What follows belongs to an exercise in optimizing a design on an open flow for small area and a short achievable clock period; a production flow would make more cautious choices.
No run shown here included a check of the RTL's function; only the layout flow was run.

==> flow/design.v (outline; a module is shown in full before it is edited, if it fits) <==
// module rdy_gate: 3 lines
// module perceptron_ctrl: 31 lines
// module perceptron_dp: 1102 lines
// module booth_enc: 4 lines
// module ao22m: 3 lines
// module ao221m: 3 lines
// module invm: 3 lines
// module oai22m: 3 lines
// module nor2m: 3 lines
// module or2m: 3 lines
// module xor2m: 3 lines
// module xnor2m: 3 lines
// module fa: 4 lines
// module ha: 4 lines
// module perceptron_top: 44 lines
module perceptron_top #(
    parameter WIDTH = 16
  ) (
    input clk,
    input reset,
    input      val_i,
    output     rdy_o,
    output     val_o,
    input      rdy_i,
    input  [1:0] W1W0b_en_i,
    input        b_i,
    input        W0_i,
    input        W1_i,
    input signed [WIDTH-1:0] X0_i,
    input signed [WIDTH-1:0] X1_i,
    output     Y_o
);
  // ...
==> flow/flow/run.sh <==
#!/bin/bash
# The standard layout (standard.sh: unchanged synthesis and steps), with
#  - the port buffers made of a plain buffer cell instead of the delay buffer
#    that buffer_ports picks by default, and
#  - setup repair limited to resizing gates and swapping pins (no buffer
#    insertion or gate cloning).
# ORFS keeps each step's full log under orfs/logs/; make's own output goes to
# make.log here.
set -euo pipefail
bash standard.sh BUFFER_PORTS_ARGS="-buffer_cell sky130_fd_sc_hd__buf_1" \
  SETUP_MOVE_SEQUENCE="unbuffer,sizeup,swap" finish > make.log 2>&1
==> flow/standard.sh <==
#!/bin/bash
# synth_recipe.tcl (not shown) runs the flow's synth.tcl, then flattens the netlist and writes it again
# the make line also repeats each setting of config.mk as NAME=value (left out here)
make -C /OpenROAD-flow-scripts/flow DESIGN_CONFIG=/design/flow/config.mk WORK_HOME=/design/flow/orfs CLKGATE_MAP_FILE= SYNTH_SCRIPT=/design/flow/synth_recipe.tcl "${@:-finish}"
==> flow/config.mk <==
export PLATFORM = sky130hd
export DESIGN_NAME = perceptron_top
export DESIGN_NICKNAME = perceptron_top
export VERILOG_FILES = /design/flow/design.v
export SDC_FILE = /design/flow/constraint.sdc
export NUM_CORES = 4
export LEC_CHECK = 0
export CAP_MARGIN = 20
export CORE_MARGIN = 2
export CORE_UTILIZATION = 55
export CTS_BUF_LIST = sky130_fd_sc_hd__clkbuf_8
export SETUP_SLACK_MARGIN = 4.9
export SLEW_MARGIN = 20
export SYNTH_HIERARCHICAL = 1
export SYNTH_MINIMUM_KEEP_SIZE = 0
==> flow/constraint.sdc <==
create_clock -name core_clock -period 9.0 [get_ports {clk}]
set_input_delay 1.8000 -clock core_clock [delete_from_list [all_inputs] [get_ports {clk}]]
set_output_delay 1.8000 -clock core_clock [all_outputs]
set_load 0.01 [all_outputs]
==> results_dict.tcl, run 1 <==
set metrics [dict create \
    top_register "dp.cs" \
    largest_reg_flops 27 \
    fmax_ghz 0.237 \
    dominantRegCellSynth "dfxtp_1" \
    synth_warnings 8 \
    clk_latency_ns 0.48 \
    synth_compound_area_frac 0.215 \
    drc 0 \
    routed.top_layer "met4" \
    antenna_found_initial 1 \
    synth_seq_cells 125 \
    synthSimpleGateAreaFrac 0.0329 \
    postLayoutCellArea_um2 16500 \
    cts_buffers 17 \
    startpoint_type "primary input" \
    async_flop_share 0 \
    cap_violations 0 \
    drt_iter0_markers 1465 \
    dr_wl_met3_mm 3.83 \
    die_y_um 165 \
    met3_usage 0.0620 \
    endpoint_kind "primary output" \
    synth_cells 1241 \
    largestClassByArea "multi-input combinational cells" \
    post_cts_buffers 0 \
    root_buffer "clkbuf_8" \
    ant_nets 0 \
    pre_cts_slack_ns 4.13 \
    cpLargestDelayFamily "compound AO/OA/AOI/OAI gates" \
    slowest_delay_ns 0.32 \
    synth_top_family_by_area "adder cells" \
    hold_viol 0 \
    layout_common_cells "xor2_1, o22ai_1, fa_1" \
    status "timing/DRC/antenna clean" \
    critPathLaunch "rdy_i" \
    use_met1 0.489 \
    placed_area_um2 15000 \
    grt_pass1_wl_mm 69.6 \
]
==> run 2, diff against run 1 <==
--- a/flow/design.v
+++ b/flow/design.v
@@ -41,26 +41,26 @@
     input        b_i,
     input        W0_i,
     input        W1_i,
     input  [15:0] X0_i,
     input  [15:0] X1_i,
     output Y_o
 );
 reg [15:0] wn0, wn1, b;
-wire sh_w1 = ~reset & (W1W0b_en_i == 2'b11);
-wire sh_w0 = ~reset & (W1W0b_en_i == 2'b10);
-wire sh_b  = ~reset & (W1W0b_en_i == 2'b01);
-wire ho_w1 = ~reset & ~(W1W0b_en_i == 2'b11);
-wire ho_w0 = ~reset & ~(W1W0b_en_i == 2'b10);
-wire ho_b  = ~reset & ~(W1W0b_en_i == 2'b01);
+wire shn_w1 = ~(~reset & (W1W0b_en_i == 2'b11));
+wire shn_w0 = ~(~reset & (W1W0b_en_i == 2'b10));
+wire hon_w1 = reset | (W1W0b_en_i == 2'b11);
+wire hon_w0 = reset | (W1W0b_en_i == 2'b10);
+wire sh_b   = ~reset & (W1W0b_en_i == 2'b01);
+wire ho_b   = ~reset & ~(W1W0b_en_i == 2'b01);
 wire [15:0] wn1_d, wn0_d, b_d;
-ao221m u_w1d [15:0] (.a({wn1[14:0], ~W1_i}), .b(sh_w1), .c(wn1), .d(ho_w1), .e(reset), .y(wn1_d));
-ao221m u_w0d [15:0] (.a({wn0[14:0], ~W0_i}), .b(sh_w0), .c(wn0), .d(ho_w0), .e(reset), .y(wn0_d));
-ao22m  u_bd  [15:0] (.a({b[14:0],  b_i}),  .b(sh_b),  .c(b),  .d(ho_b),  .y(b_d));
+oa22m u_w1d [15:0] (.a({wn1[14:0], ~W1_i}), .b(shn_w1), .c(wn1), .d(hon_w1), .y(wn1_d));
+oa22m u_w0d [15:0] (.a({wn0[14:0], ~W0_i}), .b(shn_w0), .c(wn0), .d(hon_w0), .y(wn0_d));
+ao22m u_bd  [15:0] (.a({b[14:0],  b_i}),   .b(sh_b),   .c(b),   .d(ho_b),   .y(b_d));
 always @ (posedge clk)
 begin
   wn1 <= wn1_d;
   wn0 <= wn0_d;
   b   <= b_d;
 end
 wire [7:0] neg0_d, one0_d, two0_d, neg1_d, one1_d, two1_d;
 genvar gi;
@@ -1136,18 +1136,18 @@
 endmodule
 module booth_enc (input xh, input xm, input xl, output one, output two);
   assign one = xm ^ xl;
   assign two = (xh ^ xm) & ~(xm ^ xl);
 endmodule
 module ao22m (input a, input b, input c, input d, output y);
   assign y = (a & b) | (c & d);
 endmodule
-module ao221m (input a, input b, input c, input d, input e, output y);
-  assign y = (a & b) | (c & d) | e;
+module oa22m (input a, input b, input c, input d, output y);
+  assign y = (a | b) & (c | d);
 endmodule
 module invm (input a, output y);
   assign y = ~a;
 endmodule
 module oai22m (input a, input b, input c, input d, output y);
   assign y = ~((a | b) & (c | d));
 endmodule
 module nor2m (input a, input b, output y);
==> flow/config.mk (replaced) <==
export PLATFORM = sky130hd
export DESIGN_NAME = perceptron_top
export DESIGN_NICKNAME = perceptron_top
export VERILOG_FILES = /design/flow/design.v
export SDC_FILE = /design/flow/constraint.sdc
export NUM_CORES = 4
export LEC_CHECK = 0
export CAP_MARGIN = 20
export CORE_MARGIN = 2
export CORE_UTILIZATION = 55
export CTS_BUF_LIST = sky130_fd_sc_hd__clkbuf_8
export SETUP_SLACK_MARGIN = 4.6
export SLEW_MARGIN = 20
export SYNTH_HIERARCHICAL = 1
export SYNTH_MINIMUM_KEEP_SIZE = 0
==> run 2 against run 1 <==
Effect of this change:
- still clean on timing, DRC and antenna
- non-clock buffer count decreased by 2
- clock-buffer cell count unchanged
- setup slack got worse by 0.11 ns
- synthesized area decreased by 0.40%
- global-route usage decreased by 0.94 points
- core utilization decreased by 3.1 points
- hold slack got worse by 0.0031 ns
- largest cell class unchanged
==> results_dict.tcl, run 2 <==
set metrics [dict create \
    die_area_um2 27000 \
    die_y_um 164 \
    hold_ws_ns 0.492 \
    tightest_slew_ns 1.06 \
    cts_tree "built" \
    whs_path_depth 1 \
    wire_per_inst_um 26.0 \
    io_buffers 43 \
    finalNonFillerCells 1674 \
    synth_top_area_frac 0.340 \
    synth_edf_count 27 \
    crit_path_top_delay_cell "dfxtp_2" \
    grt_setup_unrepaired "true" \
    ys_seq_area_frac 0.196 \
    io_pins 44 \
    vias 11200 \
    antenna_found_initial 0 \
    dp_hpwl_mm 31.6 \
    avgViaCountPerCell 6.67 \
    slew-limit-headroom 0.289 \
    clk_latency_ns 0.47 \
    crit_buf_inv 0 \
    reg2regPathDepth 11 \
    drive_gt1_frac 0.116 \
    holdBufCountCts 0 \
    top_register "dp.cs" \
    setup_viol 0 \
    wl_mm 43.5 \
    overflow 0 \
    syn_area_um2 14100 \
    required_ns 9.22 \
    finalWeightedCongestion 0.930 \
    drt_iter0_markers 966 \
    ant_nets 0 \
    clock_path_buffers 2 \
    start_util 0.561 \
    slew_viol_final 0 \
    cts.sinks 125 \
    drc 0 \
    fin_crit_sh 0.481 \
    clk_pin_slew_worst_paths_ns 0.09 \
    yosysTopAreaCell "fa_1" \
    final_nets 1635 \
    synth_cells 1239 \
    fin_util 0.621 \
    crit_arrival_ns 4.55 \
    synth.most_common_cell "xor2_1" \
    fin_skew_ns 0.0219 \
    place_inst 1642 \
    layout_common_cells "xor2_1, o22ai_1, fa_1" \
    synth.area.top_cells "fa_1, xor2_1, dfxtp_1" \
    synth_warnings 8 \
    syn_area_per_cell_um2 11.4 \
    critPathKind "reg -> reg" \
    htree_num_levels 4 \
    die_w_um 164 \
    ys_types 45 \
    endpoint_kind "flop" \
    startpoint_type "flop" \
    synth_seq_cells 125 \
    grt_usage 0.336 \
    grt_pass1_wl_mm 67.5 \
    cap_violations 0 \
    area_growth_pct 10.7 \
    cpLargestDelayFamily "adder cells" \
    root_buffer "clkbuf_8" \
    fmax_ghz 0.231 \
    core_area_um2 25200 \
    reg2reg_from "dp.twon1[7]$_DFF_P_" \
    cts_buffers 17 \
    mostFrequentLayoutCell "xor2_1" \
    synth_commonest_cells "xor2_1, o22ai_1, fa_1, dfxtp_1, a22o_1" \
    fin_setup_tns_ns 0 \
    min_to "dp.b[15]$_DFF_P_" \
    worst_path_most_repeated_cell "fa_1" \
    drt_first_pass_iters 5 \
    grt_max_degree 50 \
    worstReg2RegEnd "dp.cs[23]$_DFFE_PP_" \
    crit_chain "o22ai_1, xor2_1, fa_1, fa_1, fa_1, fa_1, fa_1, fa_2, a31oi_1, nor2_1, maj3_1" \
    rows 58 \
    grt_pass1_vias 11500 \
    crit_fanout 17 \
    hold_path.class "reg -> reg" \
    async_flop_share 0 \
    finalCriticalPeriod_ns 4.33 \
    slowest_delay_ns 0.62 \
    largest_reg_flops 27 \
    status "timing/DRC/antenna clean" \
    min_from "dp.b[15]$_DFF_P_" \
    rrSetupSlack_ns 4.67 \
    dominantRegCellSynth "dfxtp_1" \
    antennaDiodeCount 0 \
    post_cts_buffers 0 \
    hold_viol 0 \
]
## run 2: worst max path at each step
stage	slack (ns)	start	cells after the start	endpoint
after CTS	4.54	dp.onen0[6]$_DFF_P_	11	dp.cs[23]$_DFFE_PP_
after floorplan	4.32	rdy_i	4	dp.neg0[0]$_DFF_P_
after global routing	4.57	dp.onen1[3]$_DFF_P_	12	dp.cs[23]$_DFFE_PP_
after detailed placement	4.14	dp.neg0[5]$_DFF_P_	10	dp.cs[23]$_DFFE_PP_
after global placement	4.20	dp.neg0[4]$_DFF_P_	10	dp.cs[23]$_DFFE_PP_
final	4.67	dp.twon1[7]$_DFF_P_	11	dp.cs[23]$_DFFE_PP_
## run 2: cell families (layout without fill, tap and decap cells)
| family | Yosys count | in the layout | synth area share |
|---|---|---|---|
| compound gates | 420 | 420 | 0.210 |
| xor+xnor | 297 | 297 | 0.184 |
| fa+ha+maj | 266 | 266 | 0.363 |
| buf+inv | 40 | 140 | 0.0106 |
| flops | 125 | 125 | 0.196 |
| mux | 1 | 1 | 0.000708 |
| other cells | 1 | 6 | 0.000265 |
| simple gates | 89 | 89 | 0.0357 |
## run 2: area by class of cell
type	instances	area [um2]
clock buffer	17	234
clock inverter	15	171
fill	2133	9540
inverter	40	150
multi-input combinational	1079	11300
sequential	125	2980
tap	330	413
timing repair buffer	68	433
## run 2: timing repair
action | CTS | global route
pin swaps | 0 | 2
endpoints found under the setup margin | 23 | 16
resized for setup | 77 | 65
## run 2: per-layer routing
layer	wire length (um)	track usage	part of all wire	up-vias
met1	17500	0.448	0.40	5686
met2	20700	0.548	0.48	562
met3	3280	0.0503	0.075	112
li1	-	-	-	4813
met4	1990	0.140	0.046	0
met5	0	0	0	-
## run 2: per-stage QoR
step,instance area (um2),setup WS (ns)
final,15600,4.67
after global routing,15600,4.57
after CTS,15400,4.54
after detailed placement,14900,4.14
after global placement,14900,4.20
after floorplan,14200,4.32
## run 2: modules after synthesis, one instance, submodules excluded, excerpt
module | times used | flops+latches | area, um2 | cells
perceptron_dp | 1 | 123 | 3370 | 242
booth_enc | 16 | 0 | 31.3 | 4
fa | 240 | 0 | 20.0 | 1
rdy_gate | 2 | 0 | 18.8 | 2
ha | 23 | 0 | 12.5 | 1
xnor2m | 25 | 0 | 8.76 | 1
oa22m | 32 | 0 | 8.76 | 1
xor2m | 256 | 0 | 8.76 | 1
oai22m | 256 | 0 | 6.26 | 1
or2m | 9 | 0 | 6.26 | 1
nor2m | 16 | 0 | 3.75 | 1

static timing again, ports no longer ideal:
Ports are ideal in the flow. The routed layouts listed here were re-timed in OpenROAD. Step 1, drivers: a clkbuf_16 drives clk and a buf_2 each remaining input, both assumed. Step 2 moves the port delays by t, midway between the first and last clock arrival at a register: inputs arrive t later, outputs are due t later. That takes back most of the time a late clock gives input paths. a / b / c = no drivers / after step 1 / after step 2; a / b = the first two.
run	t (ns)	slack for setup (ns)	slew at the worst register clock pin (ns)	cell pins on the clock port's net
run 1	0.514	4.785 / 4.731 / 4.731	0.10 / 0.10	1
run 2	0.506	4.673 / 4.672 / 4.672	0.11 / 0.11	1
After both steps setup and hold are still met in every run listed. For run 1, which loses most, drivers alone change the setup slack by -0.054 ns; drivers and shift together by -0.054 ns.
